This design comes from an exercise in tuning for small area and a short achievable clock period on the open sky130 flow, not from production work.
The RTL was checked by simulation tests, not by an equivalence proof against the original design.
Power figures rest on the tool's default switching activity, not on a simulated workload.

## Microprocessor
module Microprocessor(
    output mem_write,
    output mem_read,
    output reg_write,
    output [1:0]op,
    output [6:0]reg_num,
    output [6:0]pc_high,
    output [6:0]pc_low,
    output [7:0]instruction_address,
    output [6:0]rwd_1,
    output [6:0]rwd_0,
    output [1:0]r_symbol,
    input oscillator,
    input reset,
    input [7:0]instruction
    );
    reg [7:0] pc;
    reg [7:0] r [0:3];
    reg       valid;       
    reg [1:0] opc;         
    reg [1:0] rn;          
    reg [7:0] disp;        
    reg [6:0] pch_q, pcl_q;  
    wire [1:0] op_i = instruction[7:6];
    wire [1:0] sa   = instruction[5:4];
    wire [1:0] sb   = instruction[3:2];
    wire [7:0] ra = r[sa];
    wire [7:0] rb = r[sb];
    wire [9:0] qd [0:3];
    genvar k, n;
    generate
        for (k = 0; k < 4; k = k + 1) begin : rq
            assign qd[k][0] = (r[k][7:2] == 6'd63);
            for (n = 1; n < 10; n = n + 1) begin : d
                assign qd[k][n] = (r[k][7:2] == n - 1);
            end
        end
    endgenerate
    wire [9:0] qs = qd[sa];
    wire [1:0] l  = ra[1:0];
    wire       b0p = (l == 2'd3);
    wire       b2m = (l == 2'd0);
    wire       b3m = ~l[1];
    wire [7:0] rs [0:3];
    generate
        for (n = 0; n < 8; n = n + 1) begin : rsel
            assign rs[0][n] = b0p ? qs[n]   : qs[n+1];
            assign rs[1][n] = qs[n+1];
            assign rs[2][n] = b2m ? qs[n+2] : qs[n+1];
            assign rs[3][n] = b3m ? qs[n+2] : qs[n+1];
        end
    endgenerate
    wire [1:0] bk = l + instruction[1:0];
    wire [3:0] bs = 4'b0001 << bk;
    wire       st = (op_i == 2'b10);
    wire [7:0] bd [0:3];            
    generate
        for (k = 0; k < 4; k = k + 1) begin : bank
            wire [7:0] acc [0:8];
            assign acc[0] = 8'd0;
            for (n = 0; n < 8; n = n + 1) begin : row
                localparam integer A = 4 * n + k;
                reg [7:0] w;
                always @(posedge oscillator or posedge reset)
                    if (reset)
                        w <= (A < 16) ? A : 16 - A;
                    else if (st && bs[k] && rs[k][n])
                        w <= rb;
                assign acc[n+1] = acc[n] | ({8{rs[k][n]}} & w);
            end
            assign bd[k] = acc[8];
        end
    endgenerate
  ...
For scale: about 2100 cells after synthesis, about 320 flip-flops, about 60 I/O pins, roughly 0.017 mm2 of cells after synthesis.
Settings: LEC_CHECK=0, ABC_AREA=1, CAP_MARGIN=20, CORE_MARGIN=2, CORE_UTILIZATION=55, CTS_BUF_LIST=sky130_fd_sc_hd__clkbuf_8 sky130_fd_sc_hd__clkbuf_16, CTS_CLUSTER_DIAMETER=70, CTS_CLUSTER_SIZE=25, SETUP_SLACK_MARGIN=3.0, SLEW_MARGIN=20, TNS_END_PERCENT=0; clock period 6.0 ns.
run.sh (not shown) runs the stock make flow with config.mk's settings and CLKGATE_MAP_FILE= SYNTH_SCRIPT=/design/flow/synth_recipe.tcl, a recipe that flattens the netlist after the stock synthesis.
Edit:
==> flow/flow/run.sh (new file) <==
#!/bin/bash
# Layout flow: the standard flow (standard.sh), except that the ports are
# buffered with plain buf_1 cells instead of the delay cells buffer_ports picks
# by default, and clock tree synthesis adds no dummy loads.
# Its full output goes to layout.log here; ORFS's own logs are in orfs/logs.
set -euo pipefail
export BUFFER_PORTS_ARGS="-buffer_cell sky130_fd_sc_hd__buf_1"
export CTS_ARGS="-sink_clustering_enable -repair_clock_nets -sink_clustering_size 25 -sink_clustering_max_diameter 70 -dont_use_dummy_load"
bash standard.sh finish > layout.log 2>&1
==> flow/standard.sh (new file) <==
#!/bin/bash
# synth_recipe.tcl (not shown) runs the flow's synth.tcl, then flattens the netlist and writes it again
# the make line also repeats each setting of config.mk as NAME=value (left out here)
make -C /OpenROAD-flow-scripts/flow DESIGN_CONFIG=/design/flow/config.mk WORK_HOME=/design/flow/orfs CLKGATE_MAP_FILE= SYNTH_SCRIPT=/design/flow/synth_recipe.tcl "${@:-finish}"
Settings changed: CORE_UTILIZATION 55 to 58, CTS_BUF_LIST sky130_fd_sc_hd__clkbuf_8 sky130_fd_sc_hd__clkbuf_16 to unset.
removed: flow/run.sh
After rerunning: The new run completed without violations; register-to-register slack got worse by 0.04 ns; power went down by a few percent; final cell count went down slightly; setup slack improved by 0.045 ns; maximum frequency went up slightly; flip-flop and latch count is unchanged; wire length went up slightly; via count went up by a few percent; global-route usage went up by 0.88 points; final area went down slightly; die area went down by a few percent.

## static timing again, ports no longer ideal
The flow's constraints put no driver on any port. The routed layouts listed below were extracted and timed again, unchanged, in two steps. Step 1 sets driving cells, clkbuf_16 on the clock port and buf_2 on the other inputs (assumed; they add their load-dependent delay and slew). Step 2 adds t to the input delays and takes it off the output delays; t is the mean of the earliest and latest rising clock arrival at the registers after step 1. Input paths then give back, and output paths get back, about the clock's delay inside the block. Three values: ideal, step 1, step 2; two values: the first two.
run	t, ns	setup slack, ns	worst setup path after step 2	worst register clock-pin slew, ns
the first run	0.601	2.748 / 2.699 / 2.209	input to register	0.10 / 0.10
the second run	0.584	2.793 / 2.807 / 2.224	input to register	0.10 / 0.10
After both steps setup and hold are still met in every run listed. For the second run, which loses most, drivers alone change the setup slack by +0.014 ns; drivers and shift together by -0.569 ns.
